Source: an optimization exercise on an open RTL-to-GDS flow (aim: small area). Production flows keep margins and buffers that such runs may drop.
The RTL was checked by simulation tests, not by an equivalence proof against the original design.
No activity file was given, so power comes from the tool's default toggle rates.

== run A ==
==> flow/design.v (excerpt) <==
module Top_Student (
    input clk,
    input [4:0] btn,
    input [15:0] sw,
    output [7:0] JB,
    output VGA_Hsync,
    output VGA_Vsync,
    output [11:0] VGA_RGB,
    output [13:0] led,
    output [7:0] seg,
    output [3:0] an,
    output reg [1:0] current_main_mode
);
    wire reset = ~sw[15];
    localparam [5:0] CH_EQ = 6'd32, CH_E = 6'd33, CH_A = 6'd34, CH_L = 6'd35,
                     CH_U = 6'd36, CH_T = 6'd37, CH_O = 6'd38, CH_R = 6'd39,
                     CH_G = 6'd40, CH_P = 6'd41, CH_H = 6'd42, CH_ARROW = 6'd43,
                     CH_BLANK = 6'd63;
    reg [1:0] ph;
    reg [9:0] hc, vc;
    reg       hs_r, vs_r;
    always @(posedge clk or posedge reset) begin
        if (reset) begin
            ph   <= 2'd0;
            hc   <= 10'd0;
            vc   <= 10'd0;
            hs_r <= 1'b0;
            vs_r <= 1'b0;
        end else begin
            ph <= ph + 2'd1;
            if (ph == 2'd0) begin
                if (hc == 10'd799) begin
                    hc <= 10'd0;
                    vc <= (vc == 10'd524) ? 10'd0 : vc + 10'd1;
                end else begin
                    hc <= hc + 10'd1;
                end
            end
            hs_r <= (hc >= 10'd656) && (hc <= 10'd751);
            vs_r <= (vc >= 10'd513) && (vc <= 10'd514);
        end
    end
    wire ph0 = (ph == 2'd0);
    wire ph1 = (ph == 2'd1);
    wire ph2 = (ph == 2'd2);
    wire ph3 = (ph == 2'd3);
    assign VGA_Hsync = hs_r;
    assign VGA_Vsync = vs_r;
    wire video_on = (hc < 10'd640) && (vc < 10'd480);
    reg [4:0] bsync, bout, bprev;
    reg [9:0] bcnt [0:4];
    integer i;
    always @(posedge clk) begin
        bprev <= bout;
        if (reset) begin
            bsync <= 5'd0;
            bout  <= 5'd0;
            for (i = 0; i < 5; i = i + 1)
                bcnt[i] <= 10'd940;
        end else begin
  ...
Size: ~3000 cells after synthesis, about 610 flip-flops, ~0.027 sq mm of cells after synthesis.
export LEC_CHECK = 0
export CAP_MARGIN = 20
export CORE_MARGIN = 2
export CORE_UTILIZATION = 50
export CTS_BUF_LIST = sky130_fd_sc_hd__clkbuf_8 sky130_fd_sc_hd__clkbuf_16
export CTS_CLUSTER_DIAMETER = 80
export CTS_CLUSTER_SIZE = 30
export PLACE_DENSITY = 0.65
export SLEW_MARGIN = 20
export SYNTH_MEMORY_MAX_BITS = 32768
create_clock -name core_clock -period 12.0 [get_ports {clk}]
standard.sh (not shown) runs the stock make flow with config.mk's settings and CLKGATE_MAP_FILE= SYNTH_SCRIPT=/design/flow/synth_recipe.tcl, a recipe that flattens the netlist after the stock synthesis.
==> flow/flow/run.sh <==
#!/bin/bash
# The standard layout (the standard.sh, every step unchanged), with each
# port's buffer made from the smallest buffer cell (buf_1) instead of the
# default clkdlybuf4s50_1. All of the flow's output goes to standard.log;
# ORFS writes each step's own log under orfs/logs/.
set -e
export BUFFER_PORTS_ARGS="-buffer_cell sky130_fd_sc_hd__buf_1"
bash standard.sh > standard.log 2>&1
Input-level comparison between run B and run A:
- CORE_UTILIZATION now 30, was 50
- CTS_BUF_LIST no longer set, was sky130_fd_sc_hd__clkbuf_8 sky130_fd_sc_hd__clkbuf_16
- PLACE_DENSITY now 0.4, was 0.65
- CTS_CLUSTER_SIZE now 35, was 30
- CTS_CLUSTER_DIAMETER now 90, was 80
==> flow/run.sh (new file) <==
#!/bin/bash
# synth_recipe.tcl (not shown) runs the flow's synth.tcl, then flattens the netlist and writes it again
# the make line also repeats each setting of config.mk as NAME=value (left out here)
make -C /OpenROAD-flow-scripts/flow DESIGN_CONFIG=/design/flow/config.mk WORK_HOME=/design/flow/orfs CLKGATE_MAP_FILE= SYNTH_SCRIPT=/design/flow/synth_recipe.tcl finish
removed: flow/flow/run.sh
removed: flow/standard.sh
Notes after the runs:
Global-route usage: run B vs run A down 7.4 points. Per the comparison of run B with run A, total combinational power rose by about 7%; final design instance area without fill up 3.7%. Run A → run B: worst slew margin relative to its limit shows an increase of 4.3 points; total power of the final layout shows an increase of 3.4%. The global-route wire length before repair number comes out higher for run B vs run A. In the metrics for run A and run B, the one carrying the lower measured slew at the worst slew-check pin is run B. Diff run A -> run B | setup slack | decrease of 290 ps. Run A -> run B: count of instances resized after the clock tree is built delta 0, exact match. The more densely filled core belongs to run A, not run B. Where routed wire length is concerned, run A is better than run B.
--- input diff run B..run C ---
- swapping 0.4 for 0.65 in PLACE_DENSITY
- swapping 30 for 50 in CORE_UTILIZATION
- swapping 90 for 80 in CTS_CLUSTER_DIAMETER
- swapping 35 for 30 in CTS_CLUSTER_SIZE
==> flow/flow/run.sh (new file) <==
#!/bin/bash
# The standard layout (the standard.sh, every step unchanged), with each
# port's buffer made from the smallest buffer cell (buf_1) instead of the
# default clkdlybuf4s50_1. All of the flow's output goes to standard.log;
# ORFS writes each step's own log under orfs/logs/.
set -e
export BUFFER_PORTS_ARGS="-buffer_cell sky130_fd_sc_hd__buf_1"
bash standard.sh > standard.log 2>&1
==> flow/standard.sh (new file) <==
#!/bin/bash
# synth_recipe.tcl (not shown) runs the flow's synth.tcl, then flattens the netlist and writes it again
# the make line also repeats each setting of config.mk as NAME=value (left out here)
make -C /OpenROAD-flow-scripts/flow DESIGN_CONFIG=/design/flow/config.mk WORK_HOME=/design/flow/orfs CLKGATE_MAP_FILE= SYNTH_SCRIPT=/design/flow/synth_recipe.tcl "${@:-finish}"
removed: flow/run.sh
Results
- Both conditions hold for run C: the flow ran to the end and the final layout passed the timing, design-rule and antenna checks.
- Against run B, run C comes in 31 lower on iteration-0 DRC count of the detailed router.
- Inverter count came out exactly the same in run C and run B.
- Between run C and run B, the worst hold slack does not differ in any meaningful way.
- [run C] internal cell power fell about 1.3% relative to run B
- Between run C and run B, the critical path depth in cells is higher for run C.

==> re-timing with driven ports <==
The results above use ideal ports. As a check the final layouts listed here were re-extracted and re-timed, cells and wires unchanged.
Step 1 assumes that a clkbuf_16 drives the clock port and a buf_2 every other input.
Step 2 times the ports against the registers' clock, not the clock port: input delays grow and output delays shrink by t, the midpoint of the rising clock arrivals with the driver on.
Three values: ideal ports, drivers, drivers and shift; two values: the first two.
run	t (ns)	slack for setup (ns)	worst setup path at the end	clock arrival spread, ns	pins driven straight from the clock port
run A	0.655	2.755 / 2.755 / 2.755	register to register	0.038 / 0.039	1
run B	0.683	2.470 / 2.470 / 2.470	register to register	0.039 / 0.039	1
run C	0.654	2.755 / 2.755 / 2.755	register to register	0.038 / 0.038	1
After both steps setup and hold are still met in every run listed.
